This is an optimization exercise on Yosys and OpenROAD, whose aim is small area, not a production implementation.
RTL that was checked went through simulation tests only; none was proved equivalent to the original.
No functional check of the RTL was part of run 2.
The clock port is modelled as an ideal driver; clocking choices that lean on that would not hold on a real chip.
No activity file was given, so power comes from the tool's default toggle rates.

--- design.v ---
module top(
    input               sys_clk, sys_rst_n                  ,
    input               tim_psel, tim_pwrite, tim_penable   ,
    input   [31 : 0]    tim_paddr                           ,
    input   [31 : 0]    tim_pwdata                          ,
    output  [31 : 0]    tim_prdata                          ,
    input   [3 :  0]    tim_pstrb                           ,
    output              tim_pready                          ,
    output              tim_pslverr                         ,
    output              tim_int                             ,
    input               dbg_mode
);
    reg pready_r;
    wire acc = tim_psel & tim_penable;
    always @(posedge sys_clk or negedge sys_rst_n)
        if (!sys_rst_n) pready_r <= 1'b0;
        else            pready_r <= acc & ~pready_r;
    assign tim_pready = pready_r;
    wire wr = pready_r & acc & tim_pwrite;
    wire [11:0] a = tim_paddr[11:0];
    wire        a_ok = ~|{a[11:5], a[1:0]};
    wire [7:0]  sel = {8{a_ok}} & (8'b1 << a[4:2]);
    wire [31:0] wd = tim_pwdata;
    wire [3:0]  be = tim_pstrb;
    reg       timer_en, div_en;
    reg [3:0] div_val;
    wire err = sel[0] & (
                 (timer_en & be[0] & (wd[1] ^ div_en)) |
                 (be[1] & ((wd[11] & |wd[10:8]) | (timer_en & (wd[11:8] != div_val)))));
    assign tim_pslverr = tim_pwrite & err;
    wire tcr_we = wr & sel[0] & ~err;
    always @(posedge sys_clk or negedge sys_rst_n)
        if (!sys_rst_n) begin
            timer_en <= 1'b0;
            div_en   <= 1'b0;
            div_val  <= 4'd1;
        end else if (tcr_we) begin
            if (be[0]) begin timer_en <= wd[0]; div_en <= wd[1]; end
            if (be[1]) div_val <= wd[11:8];
        end
    reg halt_req, int_en;
    always @(posedge sys_clk or negedge sys_rst_n)
        if (!sys_rst_n) begin
            halt_req <= 1'b0;
            int_en   <= 1'b0;
        end else begin
            if (wr & sel[7] & be[0]) halt_req <= wd[0];
            if (wr & sel[5] & be[0]) int_en   <= wd[0];
        end
    wire halt = dbg_mode & halt_req;
    reg       ten_d;
    reg [7:0] pre;
    always @(posedge sys_clk) begin
        ten_d <= timer_en;
        if (!timer_en)           pre <= 8'd0;
        else if (div_en & ~halt) pre <= pre + 8'd1;
    end
    wire [7:0] pmask = ~(8'hff << div_val);
    wire tick = &(pre | ~pmask);
    wire cnt_en = timer_en & ~halt & (~div_en | tick);
    reg  [63:0] cnt;
    wire clear  = ten_d & ~timer_en;
    wire tdr_wr = wr & (sel[1] | sel[2]);
    wire inc    = cnt_en & ~tdr_wr;
    wire [7:0] ld = {8{clear}} | {{4{wr & sel[2]}} & be, {4{wr & sel[1]}} & be};
    wire [31:0] wdc = wd & {32{~clear}};
    wire [63:0] cnt_inc = cnt + {63'd0, inc};
    integer i;
    always @(posedge sys_clk or negedge sys_rst_n)
        if (!sys_rst_n) cnt <= 64'd0;
        else for (i = 0; i < 64; i = i + 1)
            cnt[i] <= ld[i/8] ? wdc[i%32] : cnt_inc[i];
    reg [63:0] ncmp;
    wire [63:0] cmp = ~ncmp;
    wire [7:0] cmp_we = {{4{wr & sel[4]}} & be, {4{wr & sel[3]}} & be};
    always @(posedge sys_clk or negedge sys_rst_n)
        if (!sys_rst_n) ncmp <= 64'd0;
        else for (i = 0; i < 64; i = i + 1)
            if (cmp_we[i/8]) ncmp[i] <= ~wd[i%32];
    reg isr;
    always @(posedge sys_clk or negedge sys_rst_n)
        if (!sys_rst_n) isr <= 1'b0;
        else if (wr & sel[6] & wd[0]) isr <= 1'b0;
        else if (cmp == cnt)          isr <= 1'b1;
    assign tim_int = int_en & isr;
    assign tim_prdata =
          ({32{sel[1]}} & cnt[31:0])
        | ({32{sel[2]}} & cnt[63:32])
        | ({32{sel[3]}} & cmp[31:0])
        | ({32{sel[4]}} & cmp[63:32])
        | ({32{sel[0]}} & {20'd0, div_val, 6'd0, div_en, timer_en})
        | {31'd0, sel[5] & int_en}
        | {31'd0, sel[6] & isr}
        | {30'd0, sel[7] & halt, sel[7] & halt_req};
endmodule
--- flow/run.sh ---
#!/bin/bash
# The standard layout with: ABC area recovery in synthesis (same registers and
# names), plain buf_1 port buffers, and a clkbuf_4 clock tree whose heavily loaded
# leaf buffers are upsized after CTS.
set -euo pipefail
W=$PWD
export ALT_ABC_SCRIPT=$W/flow/abc_alt.script
export FLOW_SYNTH_TCL=$W/synth_recipe.tcl
bash standard.sh \
  "SYNTH_SCRIPT=$W/flow/synth_alt.tcl" \
  "BUFFER_PORTS_ARGS=-buffer_cell sky130_fd_sc_hd__buf_1" \
  "CTS_ARGS=-sink_clustering_enable -repair_clock_nets -root_buf sky130_fd_sc_hd__clkbuf_16 -buf_list sky130_fd_sc_hd__clkbuf_4 -dont_use_dummy_load" \
  "POST_CTS_TCL=$W/flow/cts_post.tcl" \
  finish > standard.log 2>&1
--- flow/abc_alt.script ---
&get -n
&st
&dch
&nf -R 1000
&st
&deepsyn -J 100 -T 120
&st
&syn2
&if -g -K 6
&synch2
&nf -R 1000
&st
&syn2
&if -g -K 6
&synch2
&nf -R 1000
&put
topo
stime -c
dnsize -c
--- flow/cts_post.tcl ---
estimate_parasitics -placement
set upsized 0
foreach inst [[ord::get_db_block] getInsts] {
  if {[[$inst getMaster] getName] ne "sky130_fd_sc_hd__clkbuf_4"} { continue }
  if {![string match "clkbuf_*" [$inst getName]]} { continue }
  set net [[$inst findITerm X] getNet]
  if {$net eq "NULL"} { continue }
  set fanout 0
  set worst 0.0
  foreach it [$net getITerms] {
    if {[$it isOutputSignal]} { continue }
    incr fanout
    set pin [get_pins "[[$it getInst] getName]/[[$it getMTerm] getName]"]
    set s [get_property $pin slew_max]
    if {$s > $worst} { set worst $s }
  }
  if {$worst > 0.110} {
    puts "cts_post: upsizing [$inst getName] (fanout $fanout, slew $worst)"
    replace_cell [$inst getName] sky130_fd_sc_hd__clkbuf_8
    incr upsized
  }
}
puts "cts_post: upsized $upsized clock buffers"
if {$upsized} {
  detailed_placement
  check_placement -verbose
  estimate_parasitics -placement
}
--- flow/synth_alt.tcl ---
# The standard flow's synthesis script unchanged, except that ABC runs flow/abc_alt.script
# (area-oriented: &deepsyn, stopped after 100 steps without gain, between &nf mappings with extra area recovery; no buffer -c or upsize -c).
proc abc {args} {
  set i [lsearch $args -script]
  if {$i >= 0} { lset args [expr {$i + 1}] $::env(ALT_ABC_SCRIPT) }
  yosys abc {*}$args
}
source $::env(FLOW_SYNTH_TCL)
--- standard.sh ---
#!/bin/bash
# synth_recipe.tcl (not shown) runs the flow's synth.tcl, then flattens the netlist and writes it again
# the make line also repeats each setting of config.mk as NAME=value (left out here)
make -C /OpenROAD-flow-scripts/flow DESIGN_CONFIG=/design/flow/config.mk WORK_HOME=/design/flow/orfs CLKGATE_MAP_FILE= SYNTH_SCRIPT=/design/flow/synth_recipe.tcl "${@:-finish}"
--- config.mk ---
export PLATFORM = sky130hd
export DESIGN_NAME = top
export DESIGN_NICKNAME = top
export VERILOG_FILES = /design/flow/design.v
export SDC_FILE = /design/flow/constraint.sdc
export NUM_CORES = 4
export LEC_CHECK = 0
export CAP_MARGIN = 20
export CORE_MARGIN = 2
export CORE_UTILIZATION = 40
export SLEW_MARGIN = 20
--- constraint.sdc ---
create_clock -name core_clock -period 6.0 [get_ports {sys_clk}]
set_input_delay 1.2000 -clock core_clock [delete_from_list [all_inputs] [get_ports {sys_clk}]]
set_output_delay 1.2000 -clock core_clock [all_outputs]
set_load 0.01 [all_outputs]
==> qor.csv, run 1 <==
metric,value,unit
p_leak,3.423,nW
core_area,0.01946,mm^2
p_per_area,174.9,mW/mm^2
met1_usage,36.27,%
grt_use_total,26.83,%
syn_to_final_growth,11.73,%
grt_max_degree,139,
timing.rr.start,div_val[3],
final_nets,1097,
ant_nets,0,
ys.flop_type,dfrtp_1,
max_stage_delay,0.61,ns
crit_path_max_fanout,17,
setup_viol,0,
maxSlewHeadroom,18.95,%
drive_gt1_share,3.143,%
die_x,144.9,um
finalMaxSlewViolations,0,
cp-end-kind,primary output,
fin_crit,4.982,ns
final_common_cell,nand2_1,
first_global_vias,7469,
vias_per_cell,5.973,
clk_pin_slew,0.11,ns
syn_area,0.007946,mm^2
avgSynthCellArea,8.790,um^2
yosysWarnings,1,
path_class,in2out,
synth_fa_ha_area_share,0.4724,%
syn_nets,981,
io_pins,109,
drtPass1Iterations,5,
hpwl,20010,um
diodes,0,
start_util,40.83,%
cts_tree,done,
fin_skew,0.03462,ns
routed_wl,27980,um
final-hold-violation-count,0,
async_flop_share,93.88,%
synthSimpleGateAreaFrac,21.98,%
grt_pass1_wl,43640,um
grt_use_met2,41.93,%
layoutNonFillerInstCount,1283,
netlist_instances,904,
status,finished clean,
clock.fmax,0.2007,GHz
slowest_stage,or2_1,
dieArea,0.02101,mm^2
ir_worst_vdd,0.0001042,V
worstPathArrival,3.78,ns
synth-edff-count,0,
hp-class,reg2reg,
num_vias,7664,
cp-startpoint,tim_paddr[7],
clk_latency,0.38,ns
totalNegativeSetupSlack,0,ns
multi_input_comb_area,0.004294,mm^2
worstPathCellList,buf_1 > or4_1 > nor3_1 > nand3b_1 > or2_1 > buf_4 > nor2_1 > a221oi_1 > o211ai_1 > buf_1,
met3_usage,6.384,%
ys_ff_latch,147,
place_congestion,0.9988,
synth_mux_area_share,1.543,%
wire_per_inst,21.81,um
cp_common_cell,buf_1,
drtIter0Drc,668,
antenna_found_initial,0,
crit_path_start_kind,primary input,
synth_cell_types,43,
drc_errors,0,
seqCellArea,0.003635,mm^2
final_util,45.62,%
fill_cells,1969,
busiest_layer,met2,
std_cell_rows,51,
synth_top_family_by_area,simple AND/OR/NAND/NOR gates,
hp-start,pready_r,
cts.sinks,147,
maxCapViolations,0,
rsz0062_at_grt,false,
grt.overflow.total,0,
critPathRequiredTime,4.80,ns
io_buffers,88,
worstMarginPinSlew,1.206,ns
synth_seq_area_share,45.74,%
dp.cells,1266,
layout_common_cells,"nand2_1 (206), dfrtp_1 (137), o21ai_0 (130)",
synth_xor_area_share,8.707,%
period_share,83.03,%
synth-compound-area-share,21.13,%
fp.dieH,144.9,um
-- flip-flops by register name, indices dropped and copies added (netlist names) --
name,count
pre,8
ten_d,1
div_val,4
div_en,1
pready_r,1
isr,1
ncmp,64
timer_en,1
cnt,64
halt_req,1
int_en,1
-- worst max-delay path: cells and delay by family --
| family | cells | cell delay (ns) |
|---|---|---|
| AO/OA/AOI/OAI | 2 | 0.24 |
| buffers and inverters | 3 | 0.62 |
| AND/OR/NAND/NOR | 5 | 1.71 |
-- layer usage --
metal  vias up  wire length, um
met3        65             2373
li1       3563                -
met2       348            12570
met5         -                0
met4         0              938
met1      3688            12100
-- synth_stat cells, types with 2 or more instances --
cell       number  share of area, %
nand3b_1        2              0.19
nand4_1        25               2.0
a21boi_0        2              0.19
o21ai_0       130               8.2
nand3_1        35               2.2
or3_1           3              0.24
a211oi_1        2              0.19
nand2b_1        2              0.16
mux2_1          8               1.1
a22o_1          2              0.22
clkinv_1        9              0.43
o22ai_1        32               2.5
dfrtp_1       137                43
nor2b_1         2              0.16
o211ai_1       10              0.94
nand2_1       206               9.7
a21oi_1        15              0.94
xnor2_1        32               3.5
nor4_1          5              0.39
nor3_1         15              0.94
xor2_1         47               5.2
and4_1          4              0.44
and3_1         19               1.5
a221o_1        21               2.6
o2111ai_1       2              0.22
o221ai_1        4              0.44
or2_0           6              0.47
o31ai_1        21               2.0
dfxtp_1         9               2.3
ha_1            3              0.47
a221oi_1       18               2.0
a31oi_1         3              0.24
and2_0         12              0.94
nor2_1         52               2.5
-- final timing paths --
check | end | slack, ns | depth (start not counted)
max in group asynchronous | timer_en | 4.39 | 2
hold reg to reg | pready_r | 0.47 | 1
hold / removal | pready_r | 0.47 | 1
min in group asynchronous | cnt[17] | 0.95 | 2
setup reg to reg | cnt[46] | 1.79 | 17
setup / recovery | tim_prdata[11] | 1.02 | 10
-- cell type report --
class	instances	share of cell area, %
Clock buffer	17	1.917
Inverter	9	0.3805
Multi-Input combinational cell	748	48.37
Sequential cell	147	40.94
Tap cell	265	3.734
Timing Repair Buffer	97	4.665
-- cells by family after synthesis --
| group | after synthesis |
|---|---|
| flip-flops | 147 |
| multiplexers | 10 |
| buffers and inverters | 9 |
| XOR/XNOR | 79 |
| AO/OA/AOI/OAI | 266 |
| adder cells (fa/ha/maj) | 3 |
| AND/OR/NAND/NOR | 390 |
-- report_power, final --
| group | switching, W | total, W | leakage, nW | internal [W] |
|---|---|---|---|---|
| clock | 0.000320 | 0.000504 | 0.0963 | 0.000184 |
| combinational | 0.0000451 | 0.0000592 | 1.33 | 0.0000141 |
| sequential | 0.000000576 | 0.000990 | 1.99 | 0.000990 |
-- metrics by stage --
step	worst slack, ns	power (W)	hold slack, ns	area, um^2
after floorplan	0.7046	0.001017	0.4648	7951
after global placement	1.021	0.001070	0.4397	8708
after detailed placement	0.9537	0.001070	0.4539	8708
after global routing	0.7345	0.001618	0.4961	8879
final	1.018	0.001553	0.4665	8879
==> inputs of run 2 (changes only) <==
--- a/design.v
+++ b/design.v
@@ -50,8 +50,10 @@
     wire halt = dbg_mode & halt_req;
     reg       ten_d;
     reg [7:0] pre;
+    always @(posedge sys_clk or negedge sys_rst_n)
+        if (!sys_rst_n) ten_d <= 1'b0;
+        else            ten_d <= timer_en;
     always @(posedge sys_clk) begin
-        ten_d <= timer_en;
         if (!timer_en)           pre <= 8'd0;
         else if (div_en & ~halt) pre <= pre + 8'd1;
     end
==> run 2 against run 1 <==
Net effect: sequential power hardly changed; core utilization up 0.35 points; via count grew 0.93%; sequential cell count unchanged; setup slack better by 0.24 ns; combinational power up 0.8%; clock skew decreased by 0.0010 ns; critical endpoint is now tim_prdata[16]; highest routed layer unchanged.
==> qor.csv, run 2 <==
metric,value,unit,change
ys.flop_type,dfrtp_1,,
die_x,144.8,um,-0.11%
rsz0062_at_grt,false,,
worstPathArrival,3.54,ns,-0.24 ns
seqCellArea,0.003640,mm^2,+0.14%
io_buffers,88,,unchanged
cts.sinks,147,,unchanged
avgSynthCellArea,8.848,um^2,+0.65%
final-hold-violation-count,0,,unchanged
setup_viol,0,,unchanged
ir_worst_vdd,0.0001346,V,+29%
io_pins,109,,unchanged
finalMaxSlewViolations,0,,unchanged
path_class,in2out,,
core_area,0.01946,mm^2,unchanged
final_nets,1097,,unchanged
totalNegativeSetupSlack,0,ns,unchanged
p_per_area,177.0,mW/mm^2,+1.2%
drtPass1Iterations,5,,unchanged
fin_crit,4.737,ns,-0.2446 ns
grt_max_degree,73,,-47%
cp-end-kind,primary output,,
clk_latency,0.39,ns,about the same
final_util,45.97,%,+0.35 points
yosysWarnings,1,,unchanged
clk_pin_slew,0.10,ns,about the same
worstMarginPinSlew,0.9811,ns,-0.2253 ns
synth-edff-count,0,,unchanged
grt_use_total,27.10,%,+0.27 points
crit_path_start_kind,primary input,,
syn_nets,973,,-0.82%
status,finished clean,,
start_util,40.73,%,-0.096 points
ys_ff_latch,147,,unchanged
critPathRequiredTime,4.80,ns,about the same
grt.overflow.total,0,,unchanged
fill_cells,1978,,+0.46%
synth_common_cells,"nand2_1 (140), dfrtp_1 (138), nor2_1 (106), o21ai_0 (87), a21oi_1 (71)",,
place_congestion,0.9770,,-2.2%
routed_wl,27380,um,-2.1%
fp.dieH,144.8,um,-0.11%
cts_tree,done,,
async_flop_share,94.56,%,+0.68 points
synth_cell_types,40,,-7.0%
drive_gt1_share,4.126,%,+0.98 points
synth_area_leaders,"dfrtp_1 (44%), nand2_1 (6.6%), o21ai_0 (5.5%)",,
maxCapViolations,0,,unchanged
first_global_vias,7183,,-3.8%
p_leak,3.542,nW,+3.5%
yosysTopAreaCell,dfrtp_1,,
drtIter0Drc,669,,+0.15%
dieArea,0.02096,mm^2,-0.23%
yosysMostFrequentCell,nand2_1,,
maxSlewHeadroom,34.09,%,+15 points
period_share,78.95,%,-4.1 points
drc_errors,0,,unchanged
netlist.area_leader.share,43.56,%,+0.42 points
hp-class,reg2reg,,
vias_per_cell,6.029,,+0.93%
std_cell_rows,51,,unchanged
diodes,0,,unchanged
hpwl,20220,um,+1.0%
num_vias,7735,,+0.93%
ant_nets,0,,unchanged
fin_skew,0.03361,ns,-0.001008 ns
netlist_instances,896,,-0.88%
syn_to_final_growth,12.85,%,
layout_common_cells,"nand2_1 (140), dfrtp_1 (138), nor2_1 (103)",,
final_common_cell,nand2_1,,
synth_seq_area_share,45.91,%,+0.17 points
grt_pass1_wl,42390,um,-2.9%
largest_registers,"cnt: 64 flops, ncmp: 64 flops, pre: 8 flops",,
crit_path_max_fanout,22,,+5
clock.fmax,0.2111,GHz,+5.2%
multi_input_comb_area,0.004304,mm^2,+0.23%
antenna_found_initial,0,,unchanged
wire_per_inst,21.34,um,-2.1%
syn_area,0.007928,mm^2,-0.24%
run 2: changes by cell type after synthesis, sizes merged, moves of 9 or more:
cell,previous run,this run
a21oi,15,71
a221o,21,1
a22oi,1,27
nand2,206,140
nor2,52,106
o211ai,10,1
o21ai,130,87
o221ai,4,32
o22ai,32,16
o31ai,21,4
run 2: path summary, 6_finish.rpt:
path	start	endpoint	slack, ns	cells after the start
hold reg to reg	pready_r	pready_r	0.46	1
hold / removal	pready_r	pready_r	0.46	1
min in group asynchronous	sys_rst_n	cnt[18]	0.97	1
setup reg to reg	pre[2]	cnt[24]	2.36	18
setup / recovery	tim_paddr[7]	tim_prdata[16]	1.26	9
max in group asynchronous	sys_rst_n	div_val[0]	4.08	2
run 2: cells by family after synthesis:
logic type / Yosys count / share of synthesized area (%)
AND/OR/NAND/NOR: 378 / 21.35
AO/OA/AOI/OAI: 274 / 21.72
flip-flops: 147 / 45.91
XOR/XNOR: 82 / 9.059
multiplexers: 10 / 1.389
adder cells (fa/ha/maj): 3 / 0.4735
buffers and inverters: 2 / 0.09473
run 2: cell type report:
type / instances / share of cell area, %
clock buffers: 17 / 2.112
inverters: 2 / 0.08392
multi-input cells: 747 / 48.11
flip-flops and latches: 147 / 40.69
well taps: 265 / 3.706
repair buffers: 105 / 5.301
run 2: metrics by stage:
step	hold WS, ns	power, W	instances	setup WS, ns	instance area [um^2]
5_1_grt	0.4938	0.001637	1283	1.062	8946
2_1_floorplan	0.4736	0.001018	896	1.306	7928
3_3_place_gp	0.4431	0.001071	1266	1.230	8750
3_5_place_dp	0.4397	0.001071	1266	1.194	8750
6_report	0.4623	0.001583	1283	1.263	8946
run 2: report_power, final:
part / total, W / switching (W) / internal (W) / leakage [nW]
registers: 0.000990 / 0.000000677 / 0.000990 / 2.00
logic: 0.0000597 / 0.0000456 / 0.0000141 / 1.44
clock network: 0.000533 / 0.000328 / 0.000205 / 0.104
total: 0.00158 / 0.000374 / 0.00121 / 3.54
run 2: metal layers:
layer  vias to the layer above  global-route usage, %  wire (um)
met5                         -                      0          0
met4                         0                  9.044        663
met3                        42                  4.837       2009
met2                       334                  41.76      12330
met1                      3783                  38.55      12380
li1                       3576                      -          -
run 2: critical path, cell delays in order:
cell and delay, ns:
buf_1 0.07, nor4_1 0.26, nand2_1 0.14, nor2_1 0.12, nand2_1 0.12, or3_1 0.69
buf_4 0.38, o221ai_1 0.33, buf_1 0.19
==> inputs of run 3 (changes only) <==
--- a/design.v
+++ b/design.v
@@ -50,10 +50,8 @@
     wire halt = dbg_mode & halt_req;
     reg       ten_d;
     reg [7:0] pre;
-    always @(posedge sys_clk or negedge sys_rst_n)
-        if (!sys_rst_n) ten_d <= 1'b0;
-        else            ten_d <= timer_en;
     always @(posedge sys_clk) begin
+        ten_d <= timer_en;
         if (!timer_en)           pre <= 8'd0;
         else if (div_en & ~halt) pre <= pre + 8'd1;
     end
--- a/flow/run.sh
+++ b/flow/run.sh
@@ -9,6 +9,6 @@
 bash standard.sh \
   "SYNTH_SCRIPT=$W/flow/synth_alt.tcl" \
   "BUFFER_PORTS_ARGS=-buffer_cell sky130_fd_sc_hd__buf_1" \
-  "CTS_ARGS=-sink_clustering_enable -repair_clock_nets -root_buf sky130_fd_sc_hd__clkbuf_16 -buf_list sky130_fd_sc_hd__clkbuf_4 -dont_use_dummy_load" \
+  "CTS_ARGS=-sink_clustering_enable -repair_clock_nets -root_buf sky130_fd_sc_hd__clkbuf_8 -buf_list sky130_fd_sc_hd__clkbuf_4 -dont_use_dummy_load" \
   "POST_CTS_TCL=$W/flow/cts_post.tcl" \
   finish > standard.log 2>&1
==> run 3 against run 2 <==
Net effect: still clean on timing, DRC and antenna; clock-buffer cell count unchanged; design area decreased by 0.88%; non-clock buffer count decreased by 8; core utilization decreased by 0.40 points; wire length increased by 2.1%; die area increased by 0.23%; sequential cell count unchanged; clock power decreased by 8.8%; critical path depth increased by 1; synthesized area increased by 0.24%; highest routed layer unchanged.
==> qor.csv, run 3 <==
metric,value,unit,change
fp.dieH,144.9,um,+0.11%
grt_max_degree,139,,+90%
syn_to_final_growth,11.59,%,
critPathRequiredTime,4.80,ns,about the same
worstPathArrival,3.77,ns,+0.23 ns
layout_common_cells,"nand2_1 (206), dfrtp_1 (137), o21ai_0 (130)",,
maxSlewHeadroom,17.91,%,-16 points
io_pins,109,,unchanged
avgSynthCellArea,8.790,um^2,-0.65%
netlist.area_leader.share,43.14,%,-0.42 points
slowest_stage,or2_1,,
num_vias,7696,,-0.50%
seqCellArea,0.003635,mm^2,-0.14%
status,finished clean,,
cp-end-kind,primary output,,
die_x,144.9,um,+0.11%
path_class,in2out,,
cp_common_cell,buf_1,,
met3_usage,6.384,%,+1.5 points
final_nets,1097,,unchanged
std_cell_rows,51,,unchanged
diodes,0,,unchanged
dieArea,0.02101,mm^2,+0.23%
dpl_cell_area,0.008708,mm^2,-0.47%
maxCapViolations,0,,unchanged
core_area,0.01946,mm^2,unchanged
start_util,40.83,%,+0.096 points
ir_worst_vdd,0.00009736,V,-28%
fill_cells,1972,,-0.30%
cts.sinks,147,,unchanged
io_buffers,88,,unchanged
ys_ff_latch,147,,unchanged
routed_wl,27960,um,+2.1%
clk_latency,0.43,ns,+0.04 ns
max_stage_delay,0.61,ns,-0.08 ns
p_per_area,173.1,mW/mm^2,-2.2%
fin_crit,4.973,ns,+0.2354 ns
vias_per_cell,5.998,,-0.50%
rsz0062_at_grt,false,,
clock.fmax,0.2011,GHz,-4.7%
synth_seq_area_share,45.74,%,-0.17 points
antenna_found_initial,0,,unchanged
ys.flop_type,dfrtp_1,,
worstMarginPinSlew,1.222,ns,+0.2408 ns
worstRegToRegCells,17,,-1
grt_use_total,26.83,%,-0.27 points
yosysMostFrequentCell,nand2_1,,
grt_pass1_wl,43640,um,+2.9%
hold_path_end,pready_r,,
crit_path_max_fanout,17,,-23%
p_leak,3.417,nW,-3.5%
hold_depth,1,,unchanged
fin_skew,0.03345,ns,-0.0001587 ns
final_common_cell,nand2_1,,
drive_gt1_share,3.143,%,-0.98 points
place_congestion,0.9988,,+2.2%
syn_nets,981,,+0.82%
yosysTopAreaCell,dfrtp_1,,
final-hold-violation-count,0,,unchanged
hp-start,pready_r,,
first_global_vias,7469,,+4.0%
crit_path_start_kind,primary input,,
synth_area_leaders,"dfrtp_1 (43%), nand2_1 (9.7%), o21ai_0 (8.2%)",,
finalMaxSlewViolations,0,,unchanged
synth_common_cells,"nand2_1 (206), dfrtp_1 (137), o21ai_0 (130), nor2_1 (52), xor2_1 (47)",,
async_flop_share,93.88,%,-0.68 points
multi_input_comb_area,0.004294,mm^2,-0.23%
totalNegativeSetupSlack,0,ns,unchanged
synth-edff-count,0,,unchanged
busiest_layer,met2,,
r2r_end,cnt[46],,
ant_nets,0,,unchanged
grt_use_met2,41.93,%,+0.17 points
worstPathCellList,buf_1 > or4_1 > nor3_1 > nand3b_1 > or2_1 > buf_4 > nor2_1 > a221oi_1 > o211ai_1 > buf_1,,
drtIter0Drc,648,,-3.1%
clk_pin_slew,0.11,ns,about the same
met1_usage,36.27,%,-2.3 points
largest_registers,"cnt: 64 flops, ncmp: 64 flops, pre: 8 flops",,
cts_tree,done,,
setup_viol,0,,unchanged
netlist_instances,904,,+0.89%
drc_errors,0,,unchanged
timing.rr.start,div_val[3],,
syn_area,0.007946,mm^2,+0.24%
wire_per_inst,21.79,um,+2.1%
hpwl,20010,um,-1.0%
hp-class,reg2reg,,
synth_cell_types,43,,+7.5%
drtPass1Iterations,7,,+2
period_share,82.88,%,+3.9 points
yosysWarnings,1,,unchanged
final_cell_area,0.008867,mm^2,-0.88%
grt.overflow.total,0,,unchanged
reg2reg_slack,1.79,ns,-0.57 ns
[run 3: cell types whose count changed after synthesis, moves of 6 or more]
cell	before	now
o21ai_0	87	130
o211ai_1	1	10
a221o_1	1	21
a22oi_1	27	1
nor4_1	11	5
nand2_1	140	206
a21oi_1	71	15
o22ai_1	16	32
clkinv_1	2	9
o31ai_1	4	21
nor2_1	106	52
o221ai_1	32	4
[run 3: cell type report]
class,count,area share [%]
multi-input cells,748,48.43
flip-flops and latches,147,40.99
repair buffers,97,4.671
well taps,265,3.739
clock buffers,17,1.792
inverters,9,0.3810
[run 3: kinds of logic after synthesis]
family          after synthesis  share of synthesized area, %
buf+inv                       9                        0.4251
mux                          10                         1.543
xor+xnor                     79                         8.707
compound gates              266                         21.13
flops                       147                         45.74
fa+ha+maj                     3                        0.4724
simple gates                390                         21.98
[run 3: power by group]
| group | internal [W] | switching, W |
|---|---|---|
| logic | 0.0000141 | 0.0000448 |
| registers | 0.000990 | 0.000000574 |
| clock network | 0.000167 | 0.000319 |
| total | 0.00117 | 0.000364 |
[run 3: critical path, delay by kind of cell]
family,cells,cell delay [ns]
simple gates,5,1.71
buf+inv,3,0.62
compound gates,2,0.24
[run 3: how the worst max path moves through the flow]
stage,from,to,slack (ns),cells after the start
5_1_grt,tim_paddr[7],tim_prdata[11],0.73,10
2_1_floorplan,tim_paddr[7],cnt[46],0.70,17
3_5_place_dp,tim_paddr[10],cnt[60],0.95,19
3_3_place_gp,tim_paddr[10],cnt[46],1.02,19
6_report,tim_paddr[7],tim_prdata[11],1.03,10
[run 3: metrics by stage]
step | setup slack [ns] | total power (W) | std cells | hold slack [ns] | util (%)
5_1_grt | 0.7345 | 0.001601 | 1283 | 0.4962 | 45.56
2_1_floorplan | 0.7046 | 0.001017 | 904 | 0.4648 | -
3_5_place_dp | 0.9537 | 0.001070 | 1266 | 0.4539 | 44.74
6_report | 1.027 | 0.001535 | 1283 | 0.4666 | 45.56
3_3_place_gp | 1.021 | 0.001070 | 1266 | 0.4397 | 44.74
[run 3: routing by layer]
metal | vias to the layer above | wire, um
met1 | 3709 | 12170
met5 | - | 0
met4 | 0 | 999
met2 | 355 | 12550
li1 | 3562 | -
met3 | 70 | 2244
==> inputs of run 4 (changes only) <==
--- a/config.mk
+++ b/config.mk
@@ -7,5 +7,5 @@
 export LEC_CHECK = 0
 export CAP_MARGIN = 20
 export CORE_MARGIN = 2
-export CORE_UTILIZATION = 40
+export CORE_UTILIZATION = 65
 export SLEW_MARGIN = 20
==> run 4 against run 3 <==
Net effect: register-to-register slack worse by 0.12 ns; wire length is 3.7% lower; design area is 1.8% lower; die area is 38% lower; first-iteration DRC count is 72% higher; via count is 5.3% higher; non-clock buffer count is 1 lower; critical path depth stayed put; sequential power hardly changed; sequential share of layout area is 0.74 points higher; still clean; clock-buffer cell count stayed put; synthesized cell count stayed put; critical path type unchanged.
==> qor.csv, run 4 <==
metric,value,unit,change
status,finished clean,,
r2r_end,cnt[46],,
fin_skew,0.03618,ns,+0.002728 ns
synth-edff-count,0,,unchanged
synth_cell_types,43,,unchanged
path_class,in2out,,
routed_wl,26930,um,-3.7%
vias_per_cell,6.965,,+16%
final_nets,1096,,-0.091%
core_area,0.01196,mm^2,-39%
io_buffers,88,,unchanged
grt_max_degree,139,,unchanged
clk_latency,0.45,ns,+0.02 ns
ys.flop_type,dfrtp_1,,
finalMaxSlewViolations,0,,unchanged
dieArea,0.01313,mm^2,-38%
drtIter0Drc,1117,,+72%
p_leak,3.410,nW,-0.22%
drc_errors,0,,unchanged
timing.rr.start,div_val[3],,
avgSynthCellArea,8.790,um^2,unchanged
clock.fmax,0.2018,GHz,+0.33%
final-hold-violation-count,0,,unchanged
drtPass1Iterations,7,,unchanged
p_per_area,174.7,mW/mm^2,+0.93%
die_x,114.6,um,-21%
fp.dieH,114.6,um,-21%
syn_area,0.007946,mm^2,unchanged
syn_to_final_growth,9.620,%,
cts_tree,done,,
cp-end-kind,primary output,,
largest_registers,"cnt: 64 flops, ncmp: 64 flops, pre: 8 flops",,
yosysWarnings,1,,unchanged
reg2reg_slack,1.67,ns,-0.12 ns
final_common_cell,nand2_1,,
io_pins,109,,unchanged
critPathRequiredTime,4.80,ns,about the same
first_global_vias,7575,,+1.4%
async_flop_share,93.88,%,unchanged
grt_pass1_wl,41410,um,-5.1%
fill_cells,934,,-53%
drive_gt1_share,3.147,%,about the same
synth_seq_area_share,45.74,%,unchanged
ir_worst_vdd,0.0001380,V,+42%
start_util,66.43,%,+26 points
syn_nets,981,,unchanged
cp-startpoint,tim_paddr[7],,
synth_area_leaders,"dfrtp_1 (43%), nand2_1 (9.7%), o21ai_0 (8.2%)",,
grt.overflow.total,0,,unchanged
rsz0062_at_grt,false,,
place_congestion,1.011,,+1.3%
clk_pin_slew,0.10,ns,about the same
hpwl,19060,um,-4.8%
hp-class,reg2reg,,
endpoint,tim_prdata[9],,
worstRegToRegCells,17,,unchanged
crit_path_start_kind,primary input,,
period_share,82.61,%,-0.27 points
holdWs,0.4566,ns,-0.01004 ns
setup_viol,0,,unchanged
cts.sinks,147,,unchanged
maxSlewHeadroom,28.27,%,+10 points
antenna_found_initial,0,,unchanged
grt_use_total,42.23,%,+15 points
maxCapViolations,0,,unchanged
netlist_instances,904,,unchanged
ys_ff_latch,147,,unchanged
yosysMostFrequentCell,nand2_1,,
yosysTopAreaCell,dfrtp_1,,
worstPathArrival,3.76,ns,about the same
layout_common_cells,"nand2_1 (206), dfrtp_1 (137), o21ai_0 (130)",,
fin_crit,4.957,ns,-0.01621 ns
synth_common_cells,"nand2_1 (206), dfrtp_1 (137), o21ai_0 (130), nor2_1 (52), xor2_1 (47)",,
wire_per_inst,23.14,um,+6.2%
std_cell_rows,40,,-22%
ant_nets,0,,unchanged
netlist.area_leader.share,43.14,%,unchanged
totalNegativeSetupSlack,0,ns,unchanged
worstMarginPinSlew,1.072,ns,-0.1499 ns
num_vias,8107,,+5.3%
crit_path_max_fanout,17,,unchanged
diodes,0,,unchanged
run 4: cell counts after synthesis:
Identical to the previous run, type by type.
run 4: cell families after synthesis:
kind of cell	synth area share, %
adder cells (fa/ha/maj)	0.4724
buffers and inverters	0.4251
XOR/XNOR	8.707
AND/OR/NAND/NOR	21.98
multiplexers	1.543
flip-flops	45.74
AO/OA/AOI/OAI	21.13
run 4: final cells by class:
cell class	instances	area, um^2	area share, %
Multi-Input combinational cell	748	4299	49.35
Sequential cell	147	3635	41.73
Timing Repair Buffer	96	406.6	4.668
Tap cell	147	183.9	2.111
Clock buffer	17	152.6	1.752
Inverter	9	33.78	0.3878
run 4: worst max-delay path, cell delays in order:
cell and delay [ns]:
buf_1 0.06, or4_1 0.50, nor3_1 0.20, and3_1 0.34, nand2_1 0.49, buf_4 0.42
nor2_1 0.13, a221oi_1 0.07, o211ai_1 0.16, buf_1 0.18
run 4: worst min-delay path by stage:
stage | start | end | slack (ns) | cells past startpoint
after floorplan | pre[7] | pre[7] | 0.46 | 2
after global placement | pready_r | pready_r | 0.44 | 1
after detailed placement | pready_r | pready_r | 0.44 | 1
after global routing | pready_r | pready_r | 0.48 | 1
final | pready_r | pready_r | 0.46 | 1
run 4: per-layer routing:
layer	wire length [um]	GRT usage (%)	vias to the layer above	share of wire, %
li1	-	-	3549	-
met1	10040	54.20	3848	37
met2	12270	64.85	579	46
met3	3275	13.08	131	12
met4	1346	21.22	0	5.0
met5	0	0	-	0
run 4: where the power goes:
part           switching, W  internal [W]  leakage [nW]
clock              0.000315      0.000160        0.0886
sequential      0.000000554      0.000990          1.99
combinational     0.0000430     0.0000141          1.33
total              0.000359       0.00116          3.41
run 4: metrics by stage:
| step | util [%] | cells | power (W) | area, um^2 | setup WS (ns) |
|---|---|---|---|---|---|
| after global routing | 72.82 | 1164 | 0.001565 | 8711 | 0.9339 |
| after global placement | 71.51 | 1147 | 0.001065 | 8553 | 1.052 |
| after floorplan | - | 904 | 0.001017 | 7951 | 0.7046 |
| final | 72.82 | 1164 | 0.001522 | 8711 | 1.044 |
| after detailed placement | 71.51 | 1147 | 0.001067 | 8553 | 0.9308 |

[static timing again, ports no longer ideal]
The flow's constraints put no driver on any port. The routed layouts listed below were extracted and timed again, unchanged, in two steps.
Step 1 assumes that a clkbuf_16 drives the clock port and a buf_2 every other input.
Step 2 also shifts input and output timing later by t, the mid clock arrival at the registers, as if the neighbouring blocks saw the same clock.
a / b / c = ideal ports / drivers / drivers and shift; a / b = the first two.
run	t (ns)	slack for setup (ns)	latest minus earliest clock arrival (ns)	worst slew at a driven data input, ns	cell pins on the clock port's net
run 1	0.406	1.018 / 0.996 / 0.862	0.035 / 0.035	0.03	1
run 2	0.419	1.263 / 1.243 / 1.124	0.035 / 0.035	0.03	1
run 3	0.461	1.027 / 1.005 / 0.858	0.033 / 0.033	0.03	1
run 4	0.473	1.044 / 1.023 / 0.804	0.037 / 0.037	0.03	1
After both steps setup and hold are still met in every run listed. The setup slack of run 4, which loses most, moves by -0.021 ns with the drivers and by -0.240 ns with both steps.
